This is an optimization exercise on Yosys and OpenROAD, whose aim is small area, a short achievable clock period and few clock cycles, not a production implementation. Function was checked by simulation only, so behaviour that the tests miss may differ from the original. In runs 5 to 8 the design's own scripts or RTL, not TritonCTS, make the clock network. The flow treats the clock pin as an ideal source. Dropping or thinning the clock tree relies on that and would not hold on a real chip. Power and IR drop assume default switching activity.

`flow/design.v`:
```
module MF(
	clk,
	rst_n,
	invalid,
	image_in,
	outvalid,
	image_out
);
input				clk,rst_n,invalid;
input 		[7:0]	image_in;
output	reg 		outvalid;
output	reg [7:0]	image_out;
reg			act;
reg [3:0]	row;
reg [3:0]	col;
reg			hb, hv;		 
wire last = (row == 4'd11);
wire row1_next = act & ((row == 4'd0 & col == 4'd9) | (row == 4'd1 & col != 4'd9));
always @(posedge clk or negedge rst_n) begin
	if (!rst_n) act <= 1'b0;
	else act <= (act & !last) | invalid;
end
always @(posedge clk) begin
	if (act & !last) begin
		col <= (col == 4'd9) ? 4'd0 : col + 4'd1;
		row <= (col == 4'd9) ? row + 4'd1 : row;
	end else begin
		row <= 4'd0; col <= 4'd0;
	end
end
reg			v1;
always @(posedge clk or negedge rst_n) begin
	if (!rst_n) begin
		v1 <= 1'b0; hv <= 1'b0;
	end else begin
		v1 <= act & ((row >= 4'd2) | (row == 4'd1 & col != 4'd0));
		hv <= v1;
	end
end
reg			b1;
always @(posedge clk) begin
	b1 <= (col <= 4'd1) | (row == 4'd1) | (row == 4'd10);
	hb <= b1;
end
always @(posedge clk) outvalid <= hv;
function [1:0] cmp8;
	input [7:0] a, b;
	reg [7:0] g, l;
	reg [3:0] g1, l1;
	reg [1:0] g2, l2;
	integer k;
	begin
		g = a & ~b;
		l = ~a & b;
		for (k = 0; k < 4; k = k + 1) begin
			g1[k] = g[2*k+1] | (~l[2*k+1] & g[2*k]);
			l1[k] = l[2*k+1] | (~g[2*k+1] & l[2*k]);
		end
		for (k = 0; k < 2; k = k + 1) begin
			g2[k] = g1[2*k+1] | (~l1[2*k+1] & g1[2*k]);
			l2[k] = l1[2*k+1] | (~g1[2*k+1] & l1[2*k]);
		end
		cmp8 = {g2[1] | (~l2[1] & g2[0]), l2[1] | (~g2[1] & l2[0])};
	end
endfunction
function ge8;	 
	input [7:0] a, b;
	reg [1:0] r;
	begin r = cmp8(a, b); ge8 = ~r[0]; end
endfunction
function gt8;	 
	input [7:0] a, b;
	reg [1:0] r;
	begin r = cmp8(a, b); gt8 = r[1]; end
endfunction
reg [7:0]	in_r;
reg [7:0]	lb [1:21];
reg			ab, ac, bc;
integer i;
wire [7:0] a_d = invalid ? image_in : 8'd0;
wire [7:0] c_d = row1_next ? 8'd0 : lb[19];
always @(posedge clk) begin
	in_r <= a_d;
	lb[1] <= in_r;
	for (i = 2; i <= 19; i = i + 1) lb[i] <= lb[i-1];
	lb[20] <= c_d;
	lb[21] <= lb[20];
	ab <= ge8(in_r, lb[10]);
	ac <= ge8(in_r, lb[20]);
	bc <= ge8(lb[10], lb[20]);
end
reg			c0, c1;
always @(posedge clk) begin
	c0 <= (col == 4'd0);
	c1 <= (col == 4'd1);
end
wire [7:0] a = lb[1], b = lb[11], c = lb[21];
wire [7:0] vmax = (ab & ac) ? a : (!ab & bc) ? b : c;
wire [7:0] vmin = (!ab & !ac) ? a : (ab & !bc) ? b : c;
reg [7:0] x0, x1;	 
reg [7:0] n0, n1;	 
reg [7:0] xp, np;	 
reg       gx, gn;	 
reg       hx, hn;	 
wire       psx_d = gx | c1;	 
wire [7:0] px = psx_d ? x0 : x1;
wire       hx_d = gt8(vmax, px) & !c0;	 
wire       psn_d = gn;
wire [7:0] pn = psn_d ? n0 : n1;
wire       hn_d = gt8(pn, vmin);
always @(posedge clk) begin
	x0 <= vmax; x1 <= x0; xp <= px;
	n0 <= vmin; n1 <= n0; np <= pn;
	gx <= ge8(vmax, x0); gn <= ge8(n0, vmin);
	hx <= hx_d; hn <= hn_d;
end
wire [7:0] mx = hx ? x0 : xp;
wire [7:0] mn = hb ? 8'd0 : hn ? n0 : np;
wire [8:0] sum = {1'b0, mx} + {1'b0, mn};
always @(posedge clk) image_out <= sum[8:1];
endmodule
```
`flow/flow/run.sh`:
```
#!/bin/bash
set -euo pipefail
KNOBS="SETUP_SLACK_MARGIN=7.45"
bash standard.sh $KNOBS cts > orfs_flow_cts.log 2>&1
R=orfs/results/$FLOW_PLATFORM/MF/base
openroad -no_init -exit -threads "${NUM_CORES:-4}" flow/unroot.tcl > unroot.log 2>&1
bash standard.sh $KNOBS finish > orfs_flow_finish.log 2>&1
```
`flow/flow/unroot.tcl`:
```
# After clock tree synthesis:
#  - then build the two remaining levels from inverters instead of buffers
#    (an inverter is about half a buffer's delay): every register still sees
#    two stages and an even number of inversions, so no register's clock
#    moves against another's.
set odb orfs/results/$::env(FLOW_PLATFORM)/MF/base/4_cts.odb
read_db $odb
set block [ord::get_db_block]
set port_net [[$block findBTerm clk] getNet]

proc out_net {inst} {
  foreach it [$inst getITerms] { if {[$it isOutputSignal]} { return [$it getNet] } }
  return "NULL"
}
proc loads {net} {
  set l {}
  if {$net eq "NULL" || $net eq ""} { return $l }
  foreach it [$net getITerms] { if {[$it isInputSignal]} { lappend l $it } }
  return $l
}

# 1. remove the root buffer
set roots {}
foreach it [$port_net getITerms] { lappend roots [$it getInst] }
if {[llength $roots] != 1} { puts "unroot: clock port drives [llength $roots] cells; left as is"; write_db $odb; exit 0 }
set root [lindex $roots 0]
set rnet [out_net $root]
set rloads [loads $rnet]
if {![string match "sky130_fd_sc_hd__clkbuf_*" [[$root getMaster] getName]] || [llength $rloads] > 4 || [llength [$rnet getBTerms]] > 0} {
  puts "unroot: root not removed"; write_db $odb; exit 0
}
foreach it $rloads { $it disconnect; $it connect $port_net }
puts "unroot: removed [$root getName]; clock port now drives [llength $rloads] buffers"
odb::dbInst_destroy $root
odb::dbNet_destroy $rnet

# 2. the tree must be port -> mid buffers -> leaf buffers -> registers
set mids {}
foreach it [$port_net getITerms] { lappend mids [$it getInst] }
set leaves {}
set ok 1
foreach m $mids {
  if {![string match "sky130_fd_sc_hd__clkbuf_*" [[$m getMaster] getName]]} { set ok 0 }
  foreach it [loads [out_net $m]] {
    set l [$it getInst]
    set ln [out_net $l]
    if {$ln eq "NULL"} continue   ;# a dummy load
    if {![string match "sky130_fd_sc_hd__clkbuf_*" [[$l getMaster] getName]]} { set ok 0; continue }
    lappend leaves $l
    foreach fit [loads $ln] {
      set f [$fit getInst]
      if {[[$f getMaster] getType] ne "CORE" || [string match "*clkbuf*" [[$f getMaster] getName]] || [[$fit getMTerm] getName] ne "CLK"} {
        if {[out_net $f] ne "NULL" && [llength [loads [out_net $f]]] > 0} { set ok 0 }
      }
    }
  }
}
if {!$ok} { puts "unroot: tree is not two buffer levels; buffers kept"; write_db $odb; exit 0 }

proc to_inv {block inst mname} {
  set m [[ord::get_db] findMaster $mname]
  set in_net ""; set o_net ""
  foreach it [$inst getITerms] {
    if {[$it isInputSignal]} { set in_net [$it getNet] }
    if {[$it isOutputSignal]} { set o_net [$it getNet] }
  }
  set name [$inst getName]
  set loc [$inst getLocation]
  odb::dbInst_destroy $inst
  set new [odb::dbInst_create $block $m ${name}_inv]
  $new setLocation [lindex $loc 0] [lindex $loc 1]
  $new setPlacementStatus PLACED
  [$new findITerm A] connect $in_net
  [$new findITerm Y] connect $o_net
}
foreach m $mids { to_inv $block $m sky130_fd_sc_hd__clkinv_16 }
foreach l $leaves { to_inv $block $l sky130_fd_sc_hd__clkinv_8 }
puts "unroot: [llength $mids] mid and [llength $leaves] leaf buffers made inverters"
detailed_placement
check_placement
write_db $odb
```
`flow/standard.sh`:
```
#!/bin/bash
# synth_recipe.tcl (not shown) runs the flow's synth.tcl, then flattens the netlist and writes it again
# the make line also repeats each setting of config.mk as NAME=value (left out here)
make -C /OpenROAD-flow-scripts/flow DESIGN_CONFIG=/design/flow/config.mk WORK_HOME=/design/flow/orfs CLKGATE_MAP_FILE= SYNTH_SCRIPT=/design/flow/synth_recipe.tcl "${@:-finish}"
```
`flow/config.mk`:
```
export PLATFORM = sky130hd
export DESIGN_NAME = MF
export DESIGN_NICKNAME = MF
export VERILOG_FILES = /design/flow/design.v
export SDC_FILE = /design/flow/constraint.sdc
export NUM_CORES = 4
export LEC_CHECK = 0
export ABC_AREA = 1
export CAP_MARGIN = 20
export CORE_MARGIN = 2
export CORE_UTILIZATION = 65
export CTS_BUF_LIST = sky130_fd_sc_hd__clkbuf_16
export CTS_CLUSTER_DIAMETER = 80
export CTS_CLUSTER_SIZE = 30
export SLEW_MARGIN = 20
```
`flow/constraint.sdc`:
```
create_clock -name core_clock -period 10.0 [get_ports {clk}]
set_input_delay 2.0000 -clock core_clock [delete_from_list [all_inputs] [get_ports {clk}]]
set_output_delay 2.0000 -clock core_clock [all_outputs]
set_load 0.01 [all_outputs]
```
==> impl_metrics.csv, run 1 <==
group,metric,value,unit
status,status,"finished clean",
grt,grt_pass1_wl,22530,µm
synthesis,synth_top_flop_cell,"dfxtp_1",
setup_path,path_class,"reg -> out",
synthesis,synth-edff-count,0,
setup_path,arrival,0.64,ns
setup_path,endpoint_kind,"output port",
power_and_ir_drop,p_leak,0.003921,µW
drt,postRouteAntennaNets,0,
synthesis,synthMostInstantiatedCell,"dfxtp_1",
placed_design,dp_cells,973,
synthesis,synth.distinct_cells,38,
floorplanning,initial_core_util,65.77,%
setup_path,cp-start-kind,"flip-flop",
setup_path,max_stage_delay,0.33,ns
drt,vias,5019,
floorplanning,dieArea,12890,µm²
floorplanning,io_pins,20,
placed_design,placed_area,8115,µm²
placed_design,place_congestion,0.9225,
placed_design,place_hpwl,9868,µm
finish,stdcell_area,8361,µm²
synthesis,synth_top_area_share,64.67,%
power_and_ir_drop,vdd_drop_max,0.0001664,V
drt,post_drt_wl_per_cell,13.80,µm
clock_network,clkTransAtPathRegs,0.11,ns
clock_network,clock_latency,0.20,ns
setup_path,crit_slowest_cell,"dfxtp_2",
synthesis,syn_area,7801,µm²
sta,final_hold_viol_count,0,
drt,drtPass1Iterations,5,
setup_path,crit_fanout,1,
job,maxCapViolCount,0,
synthesis,synth_seq_area_share,65.63,%
floorplanning,rows,40,
setup_path,crit_chain,"buf_6",
synthesis,async_flop_share,1.176,%
sta,skew,0.01569,ns
grt,grt_start_max_net_pins,32,
synthesis,yosys_warnings,2,
grt,grt_pass1_vias,4778,
floorplanning,core_area,11860,µm²
synthesis,synthesis.nets,844,
floorplanning,die_x,113.6,µm
drt,drt_iter0_drc,431,
setup_path,cp.required,8.00,ns
setup_path,crit_family,"flip-flops",
placed_design,port_buffers,19,
drt,drc,0,
clock_network,cts.sinks,255,
finish,fill_cells,910,
drt,wl,13650,µm
sta,worst_pin_slew,0.5827,ns
drt,vias_per_cell,5.075,
synthesis,ys_ff_latch,255,
synthesis,synthTopCellsByArea,"dfxtp_1 (65%), nand2_1 (8.9%), inv_1 (5.4%)",
sta,slew_violations,0,
grt,overflow,0,
setup_path,worst-path-buf-inv,1,
sta,fin_crit_sh,26.40,%
grt,grt_util_all_layers,21.85,%
sta,maxSlewHeadroom,61.11,%
finish,antenna_cells,0,
synthesis,synthCells,817,
synthesis,ys_top_cells_by_count,"dfxtp_1 (252), nand2_1 (184), inv_1 (113), nand3_1 (54)",
finish,nets,866,
sta,setup_violations,0,
finish,area_delta_synth_final,7.169,%
sta,fmax,378.8,MHz
sta,period_needed,2.640,ns
finish,instances_no_fill,989,
power_and_ir_drop,p_per_area,312.0,nW/µm²
floorplanning,die_y,113.6,µm
sta,setup_total_negative_slack,0,ns
finish,drive_gt1_share,6.176,%
synthesis,synth.avg_cell_area,9.549,µm²
grt,antenna_found_initial,0,
finish,utilization,70.49,%
sta,rsz0062_at_grt,"yes",
synthesis,synth_largest_area_cell,"dfxtp_1",
min_path,hold_path_class,"reg -> reg",
sta,finalHoldWorstSlack,0.3249,ns
## cell type report
cell class                 count  area (µm²)  area share (%)
clock buffer                   1       25.02          0.2993
sequential                   255        5122           61.27
timing repair buffer          19       152.6           1.826
multi-input combinational    434        2178           26.06
clock inverter                 4       48.80          0.5837
inverter                     129       649.4           7.767
tap                          147       183.9           2.200
## sequential cells by signal, summed over array words and instances (netlist names), 8 cells and up
| signal | count |
|---|---|
| lb | 168 |
| image_out | 8 |
| in_r | 8 |
| n0 | 8 |
| n1 | 8 |
| np | 8 |
| x0 | 8 |
| x1 | 8 |
| xp | 8 |
## report_power, final
part	internal, µW	switching [µW]	leakage [µW]
registers	1220	125	0.00213
logic	302	529	0.00167
clock network	104	326	0.000124
## layout by cell type (no fill, tap or decap), types with 4 or more instances in the layout
cell type          n
o22ai_1            7
nand2_1          184
a21oi_1           21
nor2_1            45
a31oi_1            5
o21bai_1           5
buf_2              7
ha_1              15
nand2_2            7
clkinv_8           9
inv_1            114
dfxtp_1          250
xor2_1             5
clkdlybuf4s50_1    9
o21ai_0           45
o211ai_1           4
nand3_1           54
inv_2              5
a211oi_1           7
o21ai_2            6
## worst register-to-register path, cell delays in order, from the launching register on
cell,delay (ns)
dfxtp_1,0.62
nor2_1,0.09
a211oi_1,0.26
ha_1,0.33
a21oi_1,0.16
nand2_1,0.10
nand2_1,0.06
nand2_1,0.06
a21oi_1,0.19
nor2_1,0.06
nor2_1,0.08
o21bai_1,0.06
## logic make-up (layout without fill, tap and decap cells)
logic type | Yosys count | after routing | share of synthesized area [%]
fa+ha+maj | 16 | 16 | 2.662
compound gates | 110 | 110 | 8.324
flops | 255 | 255 | 65.63
xor+xnor | 6 | 6 | 0.6736
simple gates | 302 | 302 | 16.26
buf+inv | 128 | 153 | 6.447
## repair_timing
item	CTS	global route
gates resized for setup	39	4
setup buffers	0	0
hold buffers	0	0
hold endpoints to repair	0	0
endpoints found under the setup margin	10	10
gates cloned	0	0
## routing by layer
layer  vias up  routed length (µm)  GRT usage, %
met1      2293                6517         30.28
met3        21                 397         2.125
li1       2605                   -             -
met2       100                6457         37.52
met4         0                 279         5.041
met5         -                   0             0
## metrics by stage
stage / worst slack [ns] / total power (µW)
4_1_cts: 7.072 / 2740
5_1_grt: 7.327 / 2807
3_3_place_gp: 6.884 / 2160
6_report: 7.360 / 2608
2_1_floorplan: 7.468 / 1973
3_5_place_dp: 6.861 / 2199
## worst paths after layout
kind                       cells past startpoint         start      endpoint  slack [ns]
max                                            1  image_out[3]  image_out[3]        7.36
min                                            0      lb[7][3]      lb[8][3]        0.32
max reg2reg                                   11            hn  image_out[7]        7.83
min reg2reg                                    0      lb[7][3]      lb[8][3]        0.32
max in group asynchronous                      1         rst_n            hv        7.87
min in group asynchronous                      1         rst_n           act        1.98
Testbench counts, summed over its fixed seeds: cycles 14,592.
==> run 2: changes to the inputs <==
--- a/flow/flow/run.sh
+++ b/flow/flow/run.sh
@@ -2,3 +2,3 @@
 set -euo pipefail
-KNOBS="SETUP_SLACK_MARGIN=7.45"
+KNOBS="SETUP_SLACK_MARGIN=7.1"
 bash standard.sh $KNOBS cts > orfs_flow_cts.log 2>&1
==> run 2 against run 1 <==
Critical path depth unchanged. Hold slack got worse by 0.0022 ns. First-iteration DRC count is 15% lower. Sequential share of layout area increased by 0.16 points. Fmax is 0.22% higher. Sequential power about the same. Die area unchanged. Largest cell class unchanged.
==> impl_metrics.csv, run 2 <==
group,metric,value,unit
status,status,"finished clean",
placed_design,port_buffers,19,
synthesis,yosys_warnings,2,
drt,vias,5067,
grt,grt_start_max_net_pins,32,
floorplanning,io_pins,20,
synthesis,synthCells,817,
setup_path,arrival,0.63,ns
sta,setup_total_negative_slack,0,ns
drt,vias_per_cell,5.123,
power_and_ir_drop,p_sw_share,37.79,%
finish,mostFrequentLayoutCell,"dfxtp_1",
sta,slew_violations,0,
setup_path,cp.required,8.00,ns
synthesis,synth.distinct_cells,38,
drt,postRouteAntennaNets,0,
grt,overflow,0,
grt,antenna_found_initial,0,
power_and_ir_drop,p_sw,971.2,µW
sta,fin_crit_sh,26.35,%
finish,antenna_cells,0,
sta,final_hold_viol_count,0,
finish,regMostFlops,"lb",
setup_path,cp_num_cells,1,
sta,maxSlewHeadroom,61.04,%
synthesis,ys_top_cells_by_count,"dfxtp_1 (252), nand2_1 (184), inv_1 (113), nand3_1 (54)",
setup_path,crit_end,"image_out[4]",
finish,layout_common_cells,"dfxtp_1 (251), nand2_1 (184), inv_1 (115)",
setup_path,cp-start-kind,"flip-flop",
power_and_ir_drop,combPwrFrac,32.2,%
sta,rsz0062_at_grt,"no",
sta,skew,0.02016,ns
setup_path,worstReg2RegEnd,"image_out[7]",
min_path,min_path_cells,0,
setup_path,crit_chain,"buf_2",
finish,area_delta_synth_final,6.865,%
clock_network,clock_latency,0.20,ns
finish,nets,866,
drt,wl,13410,µm
drt,drc,0,
synthesis,synthesis.nets,844,
setup_path,r2r-start,"hn",
sta,period_needed,2.635,ns
finish,utilization,70.28,%
floorplanning,initial_core_util,65.77,%
job,maxCapViolCount,0,
floorplanning,core_area,11860,µm²
synthesis,synth-edff-count,0,
finish,fill_cells,929,
grt,grt_pass1_wl,22140,µm
drt,drtPass1Iterations,5,
setup_path,max_stage_delay,0.32,ns
floorplanning,die_y,113.6,µm
grt,grt_pass1_vias,4803,
power_and_ir_drop,pwr-share-clk,15.5,%
synthesis,synth_top_flop_cell,"dfxtp_1",
floorplanning,rows,40,
drt,drt_iter0_drc,368,
setup_path,crit_slowest_cell,"dfxtp_1",
power_and_ir_drop,vdd_drop_max,0.0001885,V
synthesis,synth_seq_area_share,65.63,%
placed_design,dp_cells,973,
finish,drive_gt1_share,5.938,%
power_and_ir_drop,internal_power,1599,µW
power_and_ir_drop,p_leak,0.003921,µW
sta,fmax,379.6,MHz
synthesis,ys_ff_latch,255,
clock_network,cts.sinks,255,
setup_path,endpoint_kind,"output port",
setup_path,worst-path-buf-inv,1,
setup_path,rrSetupSlack,7.79,ns
floorplanning,dieArea,12890,µm²
floorplanning,die_x,113.6,µm
placed_design,place_hpwl,9856,µm
synthesis,synthTopCellsByArea,"dfxtp_1 (65%), nand2_1 (8.9%), inv_1 (5.4%)",
setup_path,path_class,"reg -> out",
synthesis,synth_largest_area_cell,"dfxtp_1",
synthesis,synthMostInstantiatedCell,"dfxtp_1",
min_path,hold_path_class,"reg -> reg",
setup_path,crit_family,"flip-flops",
clock_network,clkTransAtPathRegs,0.10,ns
drt,post_drt_wl_per_cell,13.55,µm
sta,worst_pin_slew,0.5838,ns
grt,grt_util_all_layers,21.35,%
synthesis,synth.avg_cell_area,9.549,µm²
synthesis,synth_top_area_share,64.67,%
power_and_ir_drop,p_per_area,308.2,nW/µm²
clock_network,cts_setup_buffers,0,
synthesis,syn_area,7801,µm²
sta,setup_violations,0,
setup_path,rr_worst_depth,11,
power_and_ir_drop,p_seq_share,52.3,%
setup_path,crit_fanout,1,
finish,largest_reg_flops,168,
synthesis,async_flop_share,1.176,%
finish,instances_no_fill,989,
placed_design,place_congestion,0.9152,
min_path,worstHoldStart,"lb[12][5]",
setup_path,startpoint,"image_out[4]",
==> run 2: cells by family after synthesis <==
family | synth area share [%]
buf+inv | 6.447
flops | 65.63
fa+ha+maj | 2.662
compound gates | 8.324
simple gates | 16.26
xor+xnor | 0.6736
==> run 2: area by class of cell <==
cell class	count	area, µm²	area share (%)
clock buffers	1	25.02	0.3002
inverters	129	649.4	7.789
clock inverters	4	25.02	0.3002
multi-input cells	434	2178	26.13
flip-flops and latches	255	5121	61.43
repair buffers	19	153.9	1.846
well taps	147	183.9	2.206
==> run 2: worst reg2reg max path, delay by kind of cell (launching register included) <==
family | cells | cell delay, ns
flip-flops | 1 | 0.61
AND/OR/NAND/NOR | 7 | 0.85
AO/OA/AOI/OAI | 3 | 0.38
adder cells (fa/ha/maj) | 1 | 0.31
==> run 2: how the worst min path moves through the flow <==
stage	endpoint	slack, ns
5_1_grt	lb[6][0]	0.33
4_1_cts	lb[17][6]	0.33
3_3_place_gp	lb[15][2]	0.31
3_5_place_dp	lb[13][6]	0.31
6_report	lb[13][5]	0.32
2_1_floorplan	hb	0.31
==> run 2: routing by layer <==
layer,global-route usage (%),vias up,part of all wire (%)
met3,2.444,28,3.9
met1,29.24,2293,48
met5,0,-,0
li1,-,2616,-
met4,6.992,0,3.0
met2,35.81,130,46
==> run 2: repair_timing <==
item	in CTS	in global routing
setup endpoints to repair	9	1
pin swaps	0	0
resized for setup	38	1
cloned	0	0
hold buffers	0	0
==> run 2: stage by stage <==
stage	setup slack, ns	total power (µW)	hold slack, ns	area, µm²
5_1_grt	7.327	2768	0.3267	8337
4_1_cts	7.077	2708	0.3275	8428
3_5_place_dp	6.856	2198	0.3121	8115
2_1_floorplan	7.424	1973	0.3096	7801
3_3_place_gp	6.883	2160	0.3099	8115
6_report	7.365	2570	0.3227	8337
==> run 2: power by group through the flow <==
stage | clock network, µW | registers (µW) | logic (µW)
final | 399 | 1340 | 828
after global routing | 446 | 1370 | 954
after CTS | 541 | 1340 | 825
after detailed placement | 0 | 1360 | 833
after global placement | 0 | 1360 | 802
after floorplan | 0 | 1320 | 649
==> run 3: changes to the inputs <==
--- a/flow/flow/run.sh
+++ b/flow/flow/run.sh
@@ -2,3 +2,3 @@
 set -euo pipefail
-KNOBS="SETUP_SLACK_MARGIN=7.1"
+KNOBS="SETUP_SLACK_MARGIN=7.36"
 bash standard.sh $KNOBS cts > orfs_flow_cts.log 2>&1
==> run 3 against run 2 <==
Sequential cell count did not move. Total power barely moved. Global-route usage did not move. Sequential power barely moved. Fmax did not move. Sequential share of layout area barely moved. Hold slack barely moved. Synthesized cell count did not move. Clock skew did not move. Register-to-register slack barely moved. Setup slack did not move. Cell count did not move. Largest cell class unchanged.
==> impl_metrics.csv, run 3 <==
group,metric,value,unit
placed_design,port_buffers,19,
finish,multi_input_area,2178,µm²
setup_path,max_stage_delay,0.32,ns
finish,antenna_cells,0,
synthesis,syn_area,7801,µm²
status,status,"finished clean",
sta,skew,0.02016,ns
synthesis,synthXorXnorAreaFrac,0.6736,%
floorplanning,die_y,113.6,µm
synthesis,synth_top_flop_cell,"dfxtp_1",
finish,layout_common_cells,"dfxtp_1 (251), nand2_1 (184), inv_1 (115)",
floorplanning,initial_core_util,65.77,%
sta,rsz0062_at_grt,"yes",
drt,wl,13410,µm
floorplanning,core_area,11860,µm²
finish,regMostFlops,"lb",
drt,drc,0,
setup_path,r2r-start,"hn",
sta,fmax,379.6,MHz
setup_path,rr_worst_depth,11,
sta,maxSlewHeadroom,61.04,%
power_and_ir_drop,vdd_drop_max,0.0001885,V
placed_design,place_congestion,0.9152,
setup_path,crit_end,"image_out[4]",
placed_design,place_hpwl,9856,µm
synthesis,synth-compound-area-share,8.324,%
grt,grt_start_max_net_pins,32,
drt,vias_per_cell,5.123,
synthesis,synth.distinct_cells,38,
synthesis,synthCells,817,
sta,final_hold_viol_count,0,
setup_path,cp.required,8.00,ns
synthesis,synth-edff-count,0,
sta,period_needed,2.635,ns
sta,setup_violations,0,
drt,drt_iter0_drc,368,
drt,post_drt_wl_per_cell,13.55,µm
drt,vias,5067,
setup_path,worst-path-buf-inv,1,
setup_path,path_class,"reg -> out",
finish,fill_cells,931,
sta,setup_total_negative_slack,0,ns
setup_path,arrival,0.63,ns
power_and_ir_drop,p_leak,0.003914,µW
setup_path,cp-start-kind,"flip-flop",
sta,slew_violations,0,
synthesis,synth_top_family_by_area,"simple AND/OR/NAND/NOR gates",
finish,largest_reg_flops,168,
power_and_ir_drop,p_per_area,308.4,nW/µm²
finish,mostFrequentLayoutCell,"dfxtp_1",
finish,regArea,5121,µm²
grt,grt_pass1_vias,4803,
synthesis,synthTopCellsByArea,"dfxtp_1 (65%), nand2_1 (8.9%), inv_1 (5.4%)",
synthesis,synthesis.nets,844,
placed_design,place_ws,6.856,ns
synthesis,muxShareOfSynthArea,0,%
drt,postRouteAntennaNets,0,
floorplanning,die_x,113.6,µm
grt,overflow,0,
synthesis,synthAdderAreaFrac,2.662,%
clock_network,cts.sinks,255,
min_path,hold_path_class,"reg -> reg",
floorplanning,io_pins,20,
setup_path,endpoint_kind,"output port",
synthesis,synth_top_area_share,64.67,%
synthesis,synth_largest_area_cell,"dfxtp_1",
grt,antenna_found_initial,0,
drt,drtPass1Iterations,5,
synthesis,async_flop_share,1.176,%
clock_network,clkTransAtPathRegs,0.10,ns
setup_path,crit_family,"flip-flops",
synthesis,ys_ff_latch,255,
setup_path,rrSetupSlack,7.79,ns
sta,fin_crit_sh,26.35,%
clock_network,clock_latency,0.20,ns
synthesis,synth.avg_cell_area,9.549,µm²
setup_path,worstReg2RegEnd,"image_out[7]",
setup_path,crit_slowest_cell,"dfxtp_1",
finish,area_delta_synth_final,6.816,%
setup_path,crit_chain,"buf_2",
finish,instances_no_fill,989,
job,maxCapViolCount,0,
setup_path,crit_fanout,1,
sta,finalHoldWorstSlack,0.3227,ns
sta,worst_pin_slew,0.5838,ns
finish,drive_gt1_share,5.938,%
sta,fin_ws,7.365,ns
setup_path,cp_num_cells,1,
synthesis,ys_top_cells_by_count,"dfxtp_1 (252), nand2_1 (184), inv_1 (113), nand3_1 (54)",
placed_design,dp_cells,973,
floorplanning,dieArea,12890,µm²
synthesis,synthMostInstantiatedCell,"dfxtp_1",
grt,grt_pass1_wl,22140,µm
synthesis,yosys_warnings,2,
synthesis,synth_seq_area_share,65.63,%
setup_path,startpoint,"image_out[4]",
floorplanning,rows,40,
finish,nets,866,
synthesis,synthSimpleGateAreaFrac,16.26,%
grt,grt_util_all_layers,21.35,%
run 3: worst min path at each step:
stage | from | endpoint | slack (ns) | cells past startpoint
floorplan | b1 | hb | 0.31 | 0
detailed placement | lb[12][6] | lb[13][6] | 0.31 | 0
global route | lb[5][0] | lb[6][0] | 0.33 | 0
global placement | lb[14][2] | lb[15][2] | 0.31 | 0
CTS | lb[16][6] | lb[17][6] | 0.33 | 0
finish | lb[12][5] | lb[13][5] | 0.32 | 0
run 3: report_power, final:
part	internal, µW	total [µW]	switching, µW
Clock	78.8	399	321
Sequential	1220	1340	122
Combinational	299	828	528
Total	1600	2570	971
run 3: per-stage QoR:
stage               power [µW]  instance area [µm²]  utilization (%)
finish                    2570                 8333            70.25
global route              2768                 8333            70.25
CTS                       2708                 8427            71.04
detailed placement        2198                 8115            68.42
global placement          2160                 8115            68.42
floorplan                 1973                 7801                -
run 3: kinds of logic (layout without fill, tap and decap cells):
kind of cell | count (synthesis) | after routing
simple gates | 302 | 302
flops | 255 | 255
buf+inv | 128 | 153
fa+ha+maj | 16 | 16
xor+xnor | 6 | 6
compound gates | 110 | 110
run 3: what timing repair did:
item	in CTS	in global routing
endpoints found under the setup margin	10	9
gates resized for setup	39	0
cloned	0	0
buffers inserted	0	0
pin swaps	0	0
hold buffers	0	0
run 3: per-layer routing:
metal / vias up / share of wire, % / track usage, %
li1: 2616 / - / -
met1: 2293 / 48 / 29.24
met3: 28 / 3.9 / 2.444
met4: 0 / 3.0 / 6.992
met2: 130 / 46 / 35.81
met5: - / 0 / 0
run 3: layout make-up:
cell class                 instances  share of cell area (%)
sequential                       255                   61.46
clock buffer                       1                  0.3003
tap                              147                   2.207
inverter                         129                   7.793
multi-input combinational        434                   26.14
clock inverter                     4                  0.3003
timing repair buffer              19                   1.802
==> run 4: changes to the inputs <==
--- a/flow/flow/run.sh
+++ b/flow/flow/run.sh
@@ -2,3 +2,3 @@
 set -euo pipefail
-KNOBS="SETUP_SLACK_MARGIN=7.36"
+KNOBS="SETUP_SLACK_MARGIN=7.45"
 bash standard.sh $KNOBS cts > orfs_flow_cts.log 2>&1
--- a/flow/flow/unroot.tcl
+++ b/flow/flow/unroot.tcl
@@ -78,2 +78,16 @@
 puts "unroot: [llength $mids] mid and [llength $leaves] leaf buffers made inverters"
+
+# 3. the input port buffers: plain small buffers instead of delay cells
+set n 0
+foreach bt [$block getBTerms] {
+  if {[$bt getIoType] ne "INPUT" || [$bt getName] eq "clk"} continue
+  foreach it [[$bt getNet] getITerms] {
+    set b [$it getInst]
+    if {[string match "sky130_fd_sc_hd__*dly*" [[$b getMaster] getName]]} {
+      $b swapMaster [[ord::get_db] findMaster sky130_fd_sc_hd__buf_2]
+      incr n
+    }
+  }
+}
+puts "unroot: $n input port buffers made buf_2"
 detailed_placement
==> run 4 against run 3 <==
Largest cell class unchanged. Synthesized cell count unchanged. First-iteration DRC count up 11%. Routed wire length up 1.5%. Setup slack worse by 0.0081 ns. Cell count unchanged. Critical path depth unchanged. Non-clock buffer count unchanged. Critical endpoint is now image_out[3].
==> impl_metrics.csv, run 4 <==
group,metric,value,unit
status,status,"finished clean",
setup_path,worst-path-buf-inv,1,
clock_network,clkTransAtPathRegs,0.11,ns
floorplanning,rows,40,
grt,overflow,0,
grt,grtUsageMet3,2.125,%
sta,finalHoldWorstSlack,0.3254,ns
synthesis,synth_top_area_share,64.67,%
synthesis,ys_top_cells_by_count,"dfxtp_1 (252), nand2_1 (184), inv_1 (113), nand3_1 (54)",
sta,fmax,378.4,MHz
synthesis,synthCells,817,
sta,final_hold_viol_count,0,
synthesis,synthMostInstantiatedCell,"dfxtp_1",
drt,drc,0,
sta,fin_crit_sh,26.43,%
finish,drive_gt1_share,7.245,%
setup_path,cp-start-kind,"flip-flop",
clock_network,cts_setup_buffers,0,
floorplanning,io_pins,20,
min_path,worstHoldStart,"lb[7][3]",
drt,post_drt_wl_per_cell,13.75,µm
setup_path,rr_worst_depth,11,
finish,fill_cells,919,
setup_path,cp.required,8.00,ns
floorplanning,die_y,113.6,µm
synthesis,async_flop_share,1.176,%
sta,skew,0.01419,ns
grt,grt_pass1_vias,4775,
sta,worst_pin_slew,0.5806,ns
sta,setup_violations,0,
drt,wl,13600,µm
clock_network,cts.sinks,255,
drt,postRouteAntennaNets,0,
setup_path,rrSetupSlack,7.81,ns
power_and_ir_drop,p_per_area,313.2,nW/µm²
finish,mostFrequentLayoutCell,"dfxtp_1",
setup_path,path_class,"reg -> out",
synthesis,synthTopCellsByArea,"dfxtp_1 (65%), nand2_1 (8.9%), inv_1 (5.4%)",
floorplanning,core_area,11860,µm²
synthesis,synth_top_flop_cell,"dfxtp_1",
finish,regMostFlops,"lb",
min_path,hold_end,"lb[8][3]",
clock_network,clock_latency,0.20,ns
synthesis,yosys_warnings,2,
synthesis,syn_area,7801,µm²
setup_path,crit_family,"flip-flops",
grt,grt_start_max_net_pins,32,
synthesis,synth-compound-area-share,8.324,%
finish,largest_reg_flops,168,
synthesis,synthSimpleGateAreaFrac,16.26,%
synthesis,synth_top_family_by_area,"simple AND/OR/NAND/NOR gates",
synthesis,ys_ff_latch,255,
grt,grt_pass1_wl,22530,µm
sta,maxSlewHeadroom,61.25,%
finish,antenna_cells,0,
setup_path,crit_slowest_cell,"dfxtp_2",
setup_path,crit_fanout,1,
synthesis,muxShareOfSynthArea,0,%
sta,period_needed,2.643,ns
floorplanning,dieArea,12890,µm²
floorplanning,initial_core_util,65.77,%
grt,grt_util_all_layers,21.85,%
placed_design,place_congestion,0.9225,
setup_path,endpoint_kind,"output port",
setup_path,worstReg2RegEnd,"image_out[7]",
drt,vias_per_cell,5.064,
synthesis,synth_seq_area_share,65.63,%
min_path,min_path_cells,0,
synthesis,synthesis.nets,844,
finish,layout_common_cells,"dfxtp_1 (250), nand2_1 (184), inv_1 (114)",
drt,drt_iter0_drc,408,
synthesis,synthAdderAreaFrac,2.662,%
min_path,hold_path_class,"reg -> reg",
power_and_ir_drop,p_leak,0.003921,µW
sta,slew_violations,0,
synthesis,synthXorXnorAreaFrac,0.6736,%
finish,nets,866,
setup_path,r2r-start,"hn",
drt,drtPass1Iterations,5,
setup_path,max_stage_delay,0.33,ns
grt,grt_use_met1,30.28,%
synthesis,synth_largest_area_cell,"dfxtp_1",
grt,antenna_found_initial,0,
sta,setup_total_negative_slack,0,ns
drt,vias,5008,
sta,rsz0062_at_grt,"yes",
grt,grt-busiest-layer,"met2",
setup_path,arrival,0.64,ns
setup_path,startpoint,"image_out[3]",
synthesis,synth-edff-count,0,
finish,area_delta_synth_final,6.592,%
setup_path,crit_chain,"buf_6",
synthesis,synth.distinct_cells,38,
grt,use_met2,37.52,%
power_and_ir_drop,vdd_drop_max,0.0001655,V
placed_design,place_hpwl,9868,µm
job,maxCapViolCount,0,
synthesis,synth.avg_cell_area,9.549,µm²
placed_design,port_buffers,19,
floorplanning,die_x,113.6,µm
-- run 4: cell counts after synthesis --
No cell type changed its count.
-- run 4: final cells by class --
| class | instances | area [µm²] | share of cell area [%] |
|---|---|---|---|
| sequential | 255 | 5122 | 61.60 |
| multi-input combinational | 434 | 2178 | 26.20 |
| inverter | 129 | 649.4 | 7.809 |
| tap | 147 | 183.9 | 2.212 |
| timing repair buffer | 19 | 107.6 | 1.294 |
| clock inverter | 4 | 48.80 | 0.5868 |
| clock buffer | 1 | 25.02 | 0.3009 |
-- run 4: how the worst max path moves through the flow --
stage / end / cells after the start
3_5_place_dp: act / 2
4_1_cts: image_out[3] / 1
5_1_grt: outvalid / 1
3_3_place_gp: act / 2
6_report: image_out[3] / 1
2_1_floorplan: act / 2
-- run 4: cells by family (layout without fill, tap and decap cells) --
kind of cell	Yosys count	count (layout)
AO/OA/AOI/OAI	110	110
XOR/XNOR	6	6
adder cells (fa/ha/maj)	16	16
buffers and inverters	128	153
flip-flops	255	255
AND/OR/NAND/NOR	302	302
-- run 4: where the power goes --
group          switching [µW]  internal (µW)  total [µW]
sequential                125           1220        1350
combinational             529            300         830
clock                     325            104         430
-- run 4: metal layers --
| layer | share of wire [%] | wire, µm |
|---|---|---|
| met5 | 0 | 0 |
| met4 | 1.9 | 263 |
| met3 | 2.6 | 354 |
| met2 | 47 | 6458 |
| met1 | 48 | 6525 |
-- run 4: timing repair --
item,CTS,global route
hold buffers,0,0
pin swaps,0,0
setup endpoints to repair,10,9
resized for setup,39,2
-- run 4: stage by stage --
stage | area (µm²) | power, µW | setup WS, ns | utilization [%] | cells
2_1_floorplan | 7811 | 1973 | 7.468 | - | 817
3_3_place_gp | 8115 | 2160 | 6.884 | 68.42 | 973
3_5_place_dp | 8115 | 2199 | 6.861 | 68.42 | 973
4_1_cts | 8451 | 2740 | 7.072 | 71.24 | 990
5_1_grt | 8315 | 2805 | 7.327 | 70.11 | 989
6_report | 8315 | 2605 | 7.357 | 70.11 | 989
==> run 5: changes to the inputs <==
--- a/flow/flow/unroot.tcl
+++ b/flow/flow/unroot.tcl
@@ -79,2 +79,15 @@
 
+# the tree's dummy loads (clock buffers that drive nothing) go
+foreach inst [$block getInsts] {
+  if {![string match "sky130_fd_sc_hd__clkbuf_*" [[$inst getMaster] getName]]} continue
+  set o [out_net $inst]
+  if {$o ne "NULL" && [llength [loads $o]] > 0} continue
+  set inn ""
+  foreach it [$inst getITerms] { if {[$it isInputSignal]} { set inn [$it getNet] } }
+  if {$inn eq "" || $inn eq "NULL" || [$inn getSigType] ne "CLOCK"} continue
+  puts "unroot: removed dummy load [$inst getName]"
+  odb::dbInst_destroy $inst
+  if {$o ne "NULL"} { odb::dbNet_destroy $o }
+}
+
 # 3. the input port buffers: plain small buffers instead of delay cells
==> run 5 against run 4 <==
Sequential share of layout area up 0.23 points. Total power decreased by 0.77%. Area after synthesis is the same. Fmax barely moved. Combinational power about the same. Sequential power about the same.
==> impl_metrics.csv, run 5 <==
group,metric,value,unit
grt,grt_util_all_layers,21.86,%
synthesis,synthesis.nets,844,
min_path,hold_path_class,"reg -> reg",
synthesis,synthAdderAreaFrac,2.662,%
clock_network,cts.sinks,255,
synthesis,synthCells,817,
finish,area_delta_synth_final,6.191,%
clock_network,cts_setup_buffers,0,
finish,nets,866,
placed_design,place_hpwl,9868,µm
power_and_ir_drop,pwr-share-clk,15.9,%
synthesis,synth_top_area_share,64.67,%
finish,regMostFlops,"lb",
synthesis,synth_top_family_by_area,"simple AND/OR/NAND/NOR gates",
power_and_ir_drop,p_sw_share,37.81,%
drt,drtPass1Iterations,4,
synthesis,synth-edff-count,0,
sta,final_hold_viol_count,0,
power_and_ir_drop,p_leak,0.003907,µW
sta,rsz0062_at_grt,"yes",
finish,antenna_cells,0,
drt,wl,13610,µm
power_and_ir_drop,internal_power,1607,µW
status,status,"finished clean",
synthesis,synth-compound-area-share,8.324,%
setup_path,crit_fanout,1,
sta,fmax,378.4,MHz
drt,drt_iter0_drc,429,
setup_path,crit_family,"flip-flops",
drt,postRouteAntennaNets,0,
clock_network,clkTransAtPathRegs,0.11,ns
setup_path,crit_chain,"buf_2",
floorplanning,io_pins,20,
setup_path,worstReg2RegEnd,"image_out[7]",
min_path,worstHoldStart,"lb[2][2]",
sta,setup_violations,0,
drt,drc,0,
synthesis,synthXorXnorAreaFrac,0.6736,%
synthesis,ys_top_cells_by_count,"dfxtp_1 (252), nand2_1 (184), inv_1 (113), nand3_1 (54)",
sta,skew,0.02226,ns
synthesis,async_flop_share,1.176,%
sta,maxSlewHeadroom,60.79,%
synthesis,synthTopCellsByArea,"dfxtp_1 (65%), nand2_1 (8.9%), inv_1 (5.4%)",
synthesis,muxShareOfSynthArea,0,%
finish,regArea,5122,µm²
grt,antenna_found_initial,0,
finish,fill_cells,922,
synthesis,synthMostInstantiatedCell,"dfxtp_1",
min_path,hold_end,"lb[3][2]",
setup_path,cp-start-kind,"flip-flop",
finish,largest_reg_flops,168,
synthesis,syn_area,7801,µm²
sta,fin_crit_sh,26.43,%
grt,grt_pass1_wl,22510,µm
floorplanning,die_x,113.6,µm
drt,vias,5029,
sta,period_needed,2.643,ns
grt,grt_pass1_vias,4768,
sta,worst_pin_slew,0.5875,ns
drt,vias_per_cell,5.090,
sta,setup_total_negative_slack,0,ns
finish,multi_input_area,2178,µm²
finish,utilization,69.84,%
power_and_ir_drop,p_seq_share,52.1,%
setup_path,endpoint_kind,"output port",
setup_path,cp.required,8.00,ns
power_and_ir_drop,vdd_drop_max,0.0001655,V
floorplanning,dieArea,12890,µm²
power_and_ir_drop,p_sw,977.2,µW
setup_path,rrSetupSlack,7.81,ns
setup_path,r2r-start,"hn",
job,maxCapViolCount,0,
sta,slew_violations,0,
synthesis,synth_seq_area_share,65.63,%
setup_path,arrival,0.64,ns
floorplanning,die_y,113.6,µm
floorplanning,initial_core_util,65.77,%
power_and_ir_drop,combPwrFrac,32.1,%
finish,drive_gt1_share,7.134,%
placed_design,port_buffers,19,
floorplanning,core_area,11860,µm²
synthesis,synth.avg_cell_area,9.549,µm²
finish,layout_common_cells,"dfxtp_1 (250), nand2_1 (184), inv_1 (114)",
setup_path,crit_slowest_cell,"dfxtp_2",
setup_path,worst-path-buf-inv,1,
finish,mostFrequentLayoutCell,"dfxtp_1",
power_and_ir_drop,power.total,2584,µW
floorplanning,rows,40,
grt,overflow,0,
placed_design,place_congestion,0.9225,
drt,post_drt_wl_per_cell,13.77,µm
synthesis,synth_top_flop_cell,"dfxtp_1",
synthesis,synthSimpleGateAreaFrac,16.26,%
setup_path,cp_num_cells,1,
synthesis,synth.distinct_cells,38,
synthesis,synth_largest_area_cell,"dfxtp_1",
synthesis,ys_ff_latch,255,
min_path,min_path_cells,0,
clock_network,clock_latency,0.20,ns
power_and_ir_drop,p_per_area,312.0,nW/µm²
synthesis,yosys_warnings,2,
grt,grt_start_max_net_pins,32,
setup_path,max_stage_delay,0.33,ns
setup_path,path_class,"reg -> out",
setup_path,rr_worst_depth,11,
==> run 5: per-layer routing <==
metal	global-route usage, %	wire, µm	up-vias
met5	0	0	-
met4	5.285	240	0
met3	2.019	427	18
met2	37.52	6477	116
met1	30.28	6463	2295
li1	-	-	2600
==> run 5: through the flow <==
stage               worst slack (ns)  cells  hold WS, ns  instance area, µm²
floorplan                      7.468    817       0.3096                7811
global placement               6.884    973       0.3095                8115
detailed placement             6.861    973       0.3121                8115
CTS                            7.072    990       0.3276                8451
global route                   7.327    988       0.3245                8284
finish                         7.357    988       0.3233                8284
==> run 5: area by class of cell <==
| type | count | share of cell area (%) |
|---|---|---|
| flip-flops and latches | 255 | 61.83 |
| multi-input cells | 434 | 26.30 |
| inverters | 129 | 7.839 |
| well taps | 147 | 2.220 |
| repair buffers | 19 | 1.223 |
| clock inverters | 4 | 0.5890 |
==> run 5: power by group through the flow <==
stage                     Combinational (µW)  Sequential, µW  Clock (µW)
after global placement                   802            1360           0
after detailed placement                 833            1370           0
final                                    829            1350         410
after global routing                     956            1370         458
after floorplan                          649            1320           0
after CTS                                827            1340         569
==> run 5: worst reg2reg max path, stage by stage (launching register included) <==
cell and delay, ns:
dfxtp_1 0.63, o21ai_0 0.17, nor4_1 0.38, fa_1 0.31, nand3_1 0.09, nand2_1 0.11, nand2_1 0.06, nand2_1 0.07
a21oi_1 0.08, nor2_1 0.10, nor2_1 0.04, o21bai_1 0.10
==> run 5: timing repair <==
item                                    4_1_cts  5_1_grt
hold buffers                                  0        0
endpoints found under the setup margin       10        9
gates resized for setup                      39        1
==> run 5: cell families (layout without fill, tap and decap cells) <==
family | after synthesis | count (layout)
xor gates and xnor gates | 6 | 6
DFF | 255 | 255
adders and majority gates | 16 | 16
AOI/OAI and AO/OA | 110 | 110
and+or+nand+nor | 302 | 302
buffers and inverters | 128 | 152
==> run 5: how the worst max path moves through the flow <==
stage | start | endpoint | slack (ns)
global route | outvalid | outvalid | 7.33
finish | image_out[3] | image_out[3] | 7.36
global placement | invalid | act | 6.88
floorplan | invalid | act | 7.47
detailed placement | invalid | act | 6.86
CTS | image_out[3] | image_out[3] | 7.07
==> run 6: changes to the inputs <==
--- a/flow/config.mk
+++ b/flow/config.mk
@@ -7,6 +7,6 @@
 export LEC_CHECK = 0
-export ABC_AREA = 1
+export ABC_AREA = 0
 export CAP_MARGIN = 20
 export CORE_MARGIN = 2
-export CORE_UTILIZATION = 65
+export CORE_UTILIZATION = 55
 export CTS_BUF_LIST = sky130_fd_sc_hd__clkbuf_16
==> run 6 against run 5 <==
Setup slack improved by 0.0011 ns. Still clean. Via count decreased by 21%. Sequential share of layout area increased by 1.6 points. Area after synthesis decreased by 3.2%. Cell count down 19%. Highest routed layer unchanged. Global-route usage is 5.7 points lower. Fmax hardly changed. Combinational power decreased by 23%. Critical endpoint is now outvalid. Sequential cell count stayed put.
==> impl_metrics.csv, run 6 <==
group,metric,value,unit
clock_network,cts_setup_buffers,0,
synthesis,synth.avg_cell_area,12.65,µm²
finish,mostFrequentLayoutCell,"dfxtp_1",
floorplanning,io_pins,20,
setup_path,max_stage_delay,0.33,ns
synthesis,synthesis.nets,624,
synthesis,synth_top_area_share,66.79,%
clock_network,cts.sinks,255,
floorplanning,initial_core_util,56.59,%
finish,utilization,60.62,%
sta,period_needed,2.642,ns
power_and_ir_drop,p_leak,0.003479,µW
synthesis,synth.distinct_cells,52,
finish,layout_common_cells,"dfxtp_1 (247), inv_1 (46), mux2i_1 (43)",
sta,slew_violations,0,
setup_path,crit_chain,"buf_6",
setup_path,path_class,"reg -> out",
finish,nets,647,
finish,antenna_cells,0,
grt,antenna_found_initial,0,
sta,skew,0.02555,ns
drt,wl,11210,µm
drt,drt_iter0_drc,138,
clock_network,holdBufCountCts,0,
sta,final_hold_viol_count,0,
placed_design,dp_cells,783,
placed_design,port_buffers,19,
power_and_ir_drop,p_per_area,293.5,nW/µm²
grt,grt_start_max_net_pins,32,
sta,maxSlewHeadroom,52.24,%
setup_path,cp.required,8.00,ns
synthesis,synthTopCellsByArea,"dfxtp_1 (67%), mux2i_1 (5.7%), mux2_2 (2.8%)",
finish,stdcell_area,8092,µm²
synthesis,synth_largest_area_cell,"dfxtp_1",
setup_path,cp-start-kind,"flip-flop",
setup_path,endpoint_kind,"output port",
floorplanning,core_area,13350,µm²
grt,grt_util_all_layers,16.14,%
floorplanning,die_x,121.2,µm
grt,grt_pass1_wl,19060,µm
finish,largest_reg_flops,168,
setup_path,crit_slowest_cell,"dfxtp_2",
synthesis,synth_seq_area_share,67.78,%
finish,regMostFlops,"lb",
sta,setup_total_negative_slack,0,ns
status,status,"finished clean",
sta,fmax,378.6,MHz
floorplanning,rows,42,
synthesis,synthCells,597,
synthesis,synth-edff-count,0,
finish,area_delta_synth_final,7.123,%
synthesis,synthMostInstantiatedCell,"dfxtp_1",
placed_design,place_congestion,0.7826,
synthesis,ys_ff_latch,255,
setup_path,crit_family,"flip-flops",
setup_path,worst-path-buf-inv,1,
drt,post_drt_wl_per_cell,14.05,µm
drt,postRouteAntennaNets,0,
placed_design,placed_area,7919,µm²
grt,grt_pass1_vias,3920,
sta,worst_pin_slew,0.7089,ns
clock_network,clkTransAtPathRegs,0.11,ns
setup_path,arrival,0.64,ns
sta,fin_crit_sh,26.42,%
power_and_ir_drop,power.total,2375,µW
synthesis,async_flop_share,1.176,%
synthesis,yosys_warnings,2,
grt,overflow,0,
drt,vias,3964,
setup_path,crit_fanout,1,
sta,setup_violations,0,
synthesis,synth_top_flop_cell,"dfxtp_1",
job,maxCapViolCount,0,
sta,rsz0062_at_grt,"yes",
finish,drive_gt1_share,11.25,%
power_and_ir_drop,vdd_drop_max,0.0001460,V
floorplanning,dieArea,14690,µm²
placed_design,place_hpwl,7962,µm
synthesis,syn_area,7553,µm²
drt,drc,0,
drt,drtPass1Iterations,4,
synthesis,ys_top_cells_by_count,"dfxtp_1 (252), inv_1 (44), mux2i_1 (43), nor2_1 (22)",
finish,instances_no_fill,798,
min_path,hold_path_class,"reg -> reg",
floorplanning,die_y,121.2,µm
clock_network,clock_latency,0.20,ns
drt,vias_per_cell,4.967,
==> run 6: final timing paths <==
check	depth (start not counted)	endpoint	slack [ns]	start
worst min-delay path	0	lb[15][0]	0.33	lb[14][0]
worst max register to register	7	hx	7.63	c1
worst min register to register	0	lb[15][0]	0.33	lb[14][0]
worst max-delay path	1	outvalid	7.36	outvalid
min in group asynchronous	1	v1	1.57	rst_n
max in group asynchronous	1	act	8.31	rst_n
==> run 6: power by group <==
group / leakage (µW) / switching [µW] / internal (µW) / total [µW]
Combinational: 0.00124 / 314 / 323 / 637
Clock: 0.000104 / 319 / 62.6 / 382
Sequential: 0.00213 / 147 / 1210 / 1360
Total: 0.00348 / 780 / 1600 / 2380
==> run 6: area by class of cell <==
class,instances,area (µm²)
clock inverter,4,27.53
fill,1118,5256
inverter,55,371.6
multi-input combinational,287,2220
sequential,255,5136
tap,176,220.2
timing repair buffer,21,116.4
==> run 6: per-layer routing <==
layer,up-vias,wire [µm],GRT usage [%]
li1,2034,-,-
met1,1863,5659,22.82
met2,51,5043,26.51
met3,16,267,2.021
met4,0,239,3.951
met5,-,0,0
==> run 6: per-stage QoR <==
step | hold WS (ns) | setup slack (ns)
after CTS | 0.3300 | 7.068
after detailed placement | 0.3121 | 7.008
final | 0.3287 | 7.358
after global placement | 0.3099 | 7.017
after global routing | 0.3405 | 7.326
after floorplan | 0.3096 | 7.568
==> run 6: timing repair <==
action                     CTS  global route
pin swaps                    0             0
gates resized for setup     43             6
gates cloned                 0             0
setup endpoints to repair   14            14
==> run 6: cell families after synthesis <==
logic type | count (synthesis) | share of synthesized area (%)
simple gates | 98 | 6.692
mux | 63 | 8.829
buf+inv | 55 | 2.982
flops | 255 | 67.78
compound gates | 73 | 6.129
fa+ha+maj | 42 | 6.311
xor+xnor | 11 | 1.275
==> run 7: changes to the inputs <==
--- a/flow/config.mk
+++ b/flow/config.mk
@@ -10,3 +10,3 @@
 export CORE_MARGIN = 2
-export CORE_UTILIZATION = 55
+export CORE_UTILIZATION = 75
 export CTS_BUF_LIST = sky130_fd_sc_hd__clkbuf_16
==> run 7 against run 6 <==
Setup slack worse by 0.0050 ns. Sequential cell count unchanged. Core utilization is 22 points higher. Combinational power up 8.2%. Total power increased by 3.0%. Global-route usage is 10 points higher. Die area shrank 26%. Critical endpoint unchanged. Largest cell class unchanged.
==> impl_metrics.csv, run 7 <==
group,metric,value,unit
setup_path,worst-path-buf-inv,1,
sta,maxSlewHeadroom,44.55,%
synthesis,synth.avg_cell_area,12.65,µm²
sta,skew,0.02497,ns
setup_path,rr_worst_depth,9,
setup_path,crit_fanout,1,
grt,grt_start_max_net_pins,32,
synthesis,async_flop_share,1.176,%
min_path,min_path_cells,0,
finish,mostFrequentLayoutCell,"dfxtp_1",
drt,vias_per_cell,5.562,
finish,largest_reg_flops,168,
finish,drive_gt1_share,11.76,%
sta,final_hold_viol_count,0,
drt,wl,13740,µm
sta,setup_total_negative_slack,0,ns
clock_network,cts_setup_buffers,0,
drt,drtPass1Iterations,5,
sta,worst_pin_slew,0.8231,ns
floorplanning,initial_core_util,77.28,%
placed_design,place_congestion,0.7886,
finish,antenna_cells,0,
power_and_ir_drop,p_leak,0.003483,µW
min_path,hold_path_class,"reg -> reg",
finish,stdcell_area,8056,µm²
setup_path,max_stage_delay,0.34,ns
synthesis,synth_top_flop_cell,"dfxtp_1",
floorplanning,die_y,104.4,µm
synthesis,synthesis.nets,624,
synthesis,yosys_warnings,2,
sta,slew_violations,0,
setup_path,endpoint_kind,"output port",
clock_network,cts.sinks,255,
setup_path,cp_num_cells,1,
finish,fill_cells,543,
synthesis,synthTopCellsByArea,"dfxtp_1 (67%), mux2i_1 (5.7%), mux2_2 (2.8%)",
setup_path,path_class,"reg -> out",
power_and_ir_drop,p_per_area,303.6,nW/µm²
drt,postRouteAntennaNets,0,
finish,multi_input_area,2220,µm²
synthesis,synth_largest_area_cell,"dfxtp_1",
finish,layout_common_cells,"dfxtp_1 (244), inv_1 (46), mux2i_1 (43)",
drt,drt_iter0_drc,280,
synthesis,ys_ff_latch,255,
finish,regMostFlops,"lb",
setup_path,cp-start-kind,"flip-flop",
sta,rsz0062_at_grt,"yes",
synthesis,syn_area,7553,µm²
floorplanning,die_x,104.4,µm
drt,vias,4194,
floorplanning,io_pins,20,
sta,fin_crit_sh,26.47,%
grt,grt_util_all_layers,26.19,%
clock_network,clock_latency,0.20,ns
synthesis,synthMostInstantiatedCell,"dfxtp_1",
grt,grt_pass1_wl,22500,µm
grt,antenna_found_initial,0,
grt,grt_pass1_vias,4423,
floorplanning,rows,36,
synthesis,ys_top_cells_by_count,"dfxtp_1 (252), inv_1 (44), mux2i_1 (43), nor2_1 (22)",
status,status,"finished clean",
setup_path,cp.required,8.00,ns
setup_path,crit_chain,"buf_6",
drt,drc,0,
drt,post_drt_wl_per_cell,18.22,µm
synthesis,synth-edff-count,0,
synthesis,synth_top_area_share,66.79,%
setup_path,arrival,0.65,ns
sta,fmax,377.8,MHz
placed_design,placed_area,7865,µm²
finish,nets,647,
finish,regArea,5140,µm²
clock_network,clkTransAtPathRegs,0.11,ns
floorplanning,dieArea,10890,µm²
placed_design,port_buffers,19,
grt,overflow,0,
sta,setup_violations,0,
power_and_ir_drop,vdd_drop_max,0.0002027,V
floorplanning,core_area,9774,µm²
synthesis,synth.distinct_cells,52,
synthesis,synth_seq_area_share,67.78,%
sta,period_needed,2.647,ns
setup_path,crit_slowest_cell,"dfxtp_2",
setup_path,crit_family,"flip-flops",
job,maxCapViolCount,0,
placed_design,place_hpwl,8986,µm
finish,area_delta_synth_final,6.659,%
synthesis,synthCells,597,
-- run 7: changes by cell type in the layout (fill, tap and decap cells not counted) --
cell / before / now
buf_6: 1 / 4
dfxtp_1: 247 / 244
clkinv_8: 10 / 9
buf_2: 18 / 15
dfxtp_2: 1 / 4
clkinv_1: 1 / 0
inv_12: 0 / 1
-- run 7: what timing repair did --
action,CTS,global route
endpoints found under the setup margin,14,14
hold buffers,0,0
gates resized for setup,46,9
-- run 7: worst paths after layout --
kind	startpoint	end	slack (ns)
setup / recovery	outvalid	outvalid	7.35
hold / removal	lb[7][2]	lb[8][2]	0.32
setup reg to reg	hx	image_out[7]	7.58
hold reg to reg	lb[7][2]	lb[8][2]	0.32
max in group asynchronous	rst_n	v1	8.31
min in group asynchronous	rst_n	hv	1.57
-- run 7: cell families (layout without fill, tap and decap cells) --
kind of cell    Yosys count  count (layout)  share of synthesized area (%)
simple gates             98              98                          6.692
buf+inv                  55              79                          2.982
compound gates           73              73                          6.129
mux                      63              63                          8.829
xor+xnor                 11              11                          1.275
flops                   255             255                          67.78
fa+ha+maj                42              42                          6.311
-- run 7: metrics by stage --
| step | hold slack [ns] | setup slack [ns] | instances | utilization [%] | total power, µW |
|---|---|---|---|---|---|
| finish | 0.3190 | 7.353 | 754 | 82.42 | 2446 |
| detailed placement | 0.3121 | 7.007 | 740 | 80.47 | 2046 |
| global route | 0.3316 | 7.327 | 754 | 82.42 | 2573 |
| floorplan | 0.3096 | 7.568 | 597 | - | 1843 |
| global placement | 0.3101 | 7.053 | 740 | 80.47 | 1982 |
| CTS | 0.3239 | 7.069 | 756 | 83.83 | 2585 |
-- run 7: metal layers --
metal	track usage, %	part of all wire [%]	vias up
met5	0	0	-
li1	-	-	2033
met3	3.258	3.5	37
met1	32.42	42	2014
met2	46.92	52	110
met4	9.556	3.2	0
-- run 7: cell type report --
type | count | share of cell area, %
Clock inverter | 3 | 0.2951
Timing Repair Buffer | 21 | 1.677
Tap cell | 133 | 2.066
Inverter | 55 | 4.613
Sequential cell | 255 | 63.80
Multi-Input combinational cell | 287 | 27.55
-- run 7: power breakdown --
part           switching [µW]  total (µW)  internal, µW  leakage [µW]
Combinational             355         689           334       0.00125
Clock                     321         384          63.3      0.000103
Sequential                162        1370          1210       0.00213
==> run 8: changes to the inputs <==
--- a/flow/config.mk
+++ b/flow/config.mk
@@ -10,3 +10,3 @@
 export CORE_MARGIN = 2
-export CORE_UTILIZATION = 75
+export CORE_UTILIZATION = 65
 export CTS_BUF_LIST = sky130_fd_sc_hd__clkbuf_16
==> run 8 against run 7 <==
Area after synthesis is the same. Die area grew 15%. Largest cell class unchanged. Critical path depth is the same. Hold slack gained 0.0062 ns. Setup slack gained 0.019 ns. Critical endpoint unchanged. Sequential cell count is the same. Still clean on timing, DRC and antenna.
==> impl_metrics.csv, run 8 <==
group,metric,value,unit
synthesis,synth_largest_area_cell,"dfxtp_1",
floorplanning,die_y,111.8,µm
setup_path,arrival,0.63,ns
grt,grt_pass1_vias,4116,
finish,regMostFlops,"lb",
min_path,hold_path_class,"reg -> reg",
sta,setup_total_negative_slack,0,ns
synthesis,synthCells,597,
drt,drtPass1Iterations,4,
placed_design,place_ws,7.018,ns
synthesis,synth_top_flop_cell,"dfxtp_1",
sta,skew,0.02461,ns
clock_network,holdBufCountCts,0,
finish,mostFrequentLayoutCell,"dfxtp_1",
power_and_ir_drop,combPwrFrac,27.0,%
power_and_ir_drop,p_sw,791.6,µW
grt,grt_pass1_wl,19560,µm
sta,rsz0062_at_grt,"yes",
sta,finalHoldWorstSlack,0.3252,ns
finish,nets,647,
placed_design,place_congestion,0.7564,
power_and_ir_drop,p_seq_share,56.8,%
placed_design,place_hpwl,8102,µm
setup_path,crit_family,"flip-flops",
job,maxCapViolCount,0,
power_and_ir_drop,internal_power,1601,µW
drt,drc,0,
sta,slew_violations,0,
clock_network,cts.sinks,255,
synthesis,syn_area,7553,µm²
grt,antenna_found_initial,0,
synthesis,synthMostInstantiatedCell,"dfxtp_1",
floorplanning,core_area,11370,µm²
floorplanning,initial_core_util,66.44,%
sta,fin_ws,7.373,ns
setup_path,cp-start-kind,"flip-flop",
synthesis,ys_top_cells_by_count,"dfxtp_1 (252), inv_1 (44), mux2i_1 (43), nor2_1 (22)",
setup_path,path_class,"reg -> out",
power_and_ir_drop,pwr-share-clk,16.2,%
power_and_ir_drop,p_sw_share,33.09,%
floorplanning,die_x,111.8,µm
finish,largest_reg_flops,168,
finish,area_delta_synth_final,6.709,%
drt,postRouteAntennaNets,0,
floorplanning,rows,39,
setup_path,crit_slowest_cell,"dfxtp_2",
finish,drive_gt1_share,11.58,%
setup_path,endpoint_kind,"output port",
power_and_ir_drop,vdd_drop_max,0.0002211,V
synthesis,synth_top_area_share,66.79,%
status,status,"finished clean",
synthesis,async_flop_share,1.176,%
sta,period_needed,2.627,ns
synthesis,synth.avg_cell_area,12.65,µm²
clock_network,cts_setup_buffers,0,
drt,wl,11640,µm
synthesis,ys_ff_latch,255,
power_and_ir_drop,p_per_area,296.8,nW/µm²
synthesis,yosys_warnings,2,
drt,drt_iter0_drc,273,
grt,overflow,0,
setup_path,max_stage_delay,0.33,ns
sta,setup_violations,0,
finish,utilization,70.89,%
finish,layout_common_cells,"dfxtp_1 (245), inv_1 (46), mux2i_1 (43)",
synthesis,synth.distinct_cells,52,
grt,grt_start_max_net_pins,32,
sta,maxSlewHeadroom,54.23,%
floorplanning,dieArea,12500,µm²
sta,fin_crit_sh,26.27,%
synthesis,synth_seq_area_share,67.78,%
placed_design,port_buffers,19,
setup_path,crit_fanout,1,
finish,antenna_cells,0,
synthesis,synth-edff-count,0,
drt,vias,3923,
power_and_ir_drop,p_leak,0.003483,µW
setup_path,cp.required,8.00,ns
clock_network,clkTransAtPathRegs,0.10,ns
sta,final_hold_viol_count,0,
clock_network,clock_latency,0.20,ns
drt,post_drt_wl_per_cell,15.21,µm
power_and_ir_drop,power.total,2392,µW
drt,vias_per_cell,5.128,
grt,grt_util_all_layers,19.26,%
setup_path,worst-path-buf-inv,1,
sta,worst_pin_slew,0.6794,ns
sta,fmax,380.6,MHz
synthesis,synthTopCellsByArea,"dfxtp_1 (67%), mux2i_1 (5.7%), mux2_2 (2.8%)",
synthesis,synthesis.nets,624,
setup_path,crit_chain,"buf_6",
floorplanning,io_pins,20,
-- run 8: what timing repair did --
| item | 4_1_cts | 5_1_grt |
|---|---|---|
| setup endpoints to repair | 14 | 15 |
| hold endpoints to repair | 0 | 0 |
| resized for setup | 44 | 8 |
-- run 8: routing by layer --
layer / part of all wire, % / global-route usage, % / wire length, µm / vias up
li1: - / - / - / 2034
met1: 48 / 26.02 / 5632 / 1828
met2: 47 / 33.05 / 5477 / 44
met3: 3.1 / 2.831 / 358 / 17
met4: 1.5 / 4.527 / 170 / 0
met5: 0 / 0 / 0 / -
-- run 8: final timing paths --
| check | from | endpoint | slack (ns) | cells past startpoint |
|---|---|---|---|---|
| worst max-delay path | outvalid | outvalid | 7.37 | 1 |
| worst min-delay path | lb[9][2] | lb[10][2] | 0.33 | 0 |
| worst max register to register | hx | image_out[7] | 7.59 | 9 |
| worst min register to register | lb[9][2] | lb[10][2] | 0.33 | 0 |
| max in group asynchronous | rst_n | act | 8.30 | 1 |
| min in group asynchronous | rst_n | hv | 1.59 | 1 |
-- run 8: cell families after synthesis --
kind of cell               Yosys count  synth area share [%]
and+or+nand+nor                     98                 6.692
xor gates and xnor gates            11                 1.275
AOI/OAI and AO/OA                   73                 6.129
DFF                                255                 67.78
adders and majority gates           42                 6.311
buffers and inverters               55                 2.982
muxes                               63                 8.829
-- run 8: area by class of cell --
| type | count | area (µm²) |
|---|---|---|
| Inverter | 55 | 371.6 |
| Sequential cell | 255 | 5136 |
| Tap cell | 143 | 178.9 |
| Clock inverter | 4 | 25.02 |
| Timing Repair Buffer | 21 | 132.6 |
| Multi-Input combinational cell | 287 | 2216 |
| Fill cell | 838 | 3309 |
-- run 8: power by group through the flow --
stage	combinational, µW	clock [µW]	sequential, µW
3_5_place_dp	656	0	1370
3_3_place_gp	627	0	1360
2_1_floorplan	539	0	1300
6_report	647	387	1360
5_1_grt	725	438	1390
4_1_cts	652	547	1350
-- run 8: metrics by stage --
step / cells / cell area [µm²]
finish: 765 / 8060
CTS: 767 / 8204
floorplan: 597 / 7553
global route: 765 / 8060
global placement: 750 / 7878
detailed placement: 750 / 7878

==> separate check: timing with driven ports <==
The flow's constraints put no driver on any port. The routed layouts listed below were extracted and timed again, unchanged, in two steps.
Step 1 assumes that a clkbuf_16 drives the clock port and a buf_2 every other input.
Step 2, shift: input delay + t, output delay - t, t = (earliest + latest rising clock arrival at the registers) / 2. This alone moves slack from input paths to output paths.
Three values: ideal ports, drivers, drivers and shift; two values: the first two.
| run | t, ns | setup slack, ns | worst hold slack (ns) | worst register clock-pin slew, ns |
|---|---|---|---|---|
| run 1 | 0.309 | 7.360 / 7.242 / 7.355 | 0.325 / 0.325 / 0.325 | 0.11 / 0.11 |
| run 2 | 0.307 | 7.365 / 7.247 / 7.281 | 0.323 / 0.322 / 0.322 | 0.10 / 0.11 |
| run 3 | 0.307 | 7.365 / 7.247 / 7.170 | 0.323 / 0.323 / 0.323 | 0.10 / 0.11 |
| run 4 | 0.309 | 7.357 / 7.242 / 7.401 | 0.325 / 0.326 / 0.326 | 0.11 / 0.11 |
| run 5 | 0.307 | 7.357 / 7.240 / 7.405 | 0.323 / 0.323 / 0.323 | 0.11 / 0.11 |
| run 6 | 0.303 | 7.358 / 7.239 / 7.542 | 0.329 / 0.329 / 0.329 | 0.11 / 0.11 |
| run 7 | 0.308 | 7.353 / 7.233 / 7.518 | 0.319 / 0.319 / 0.319 | 0.11 / 0.11 |
| run 8 | 0.308 | 7.373 / 7.255 / 7.528 | 0.325 / 0.325 / 0.325 | 0.11 / 0.11 |
After both steps every run listed still meets setup and hold. The setup slack of run 3, which loses most, moves by -0.118 ns with the drivers and by -0.195 ns with both steps.
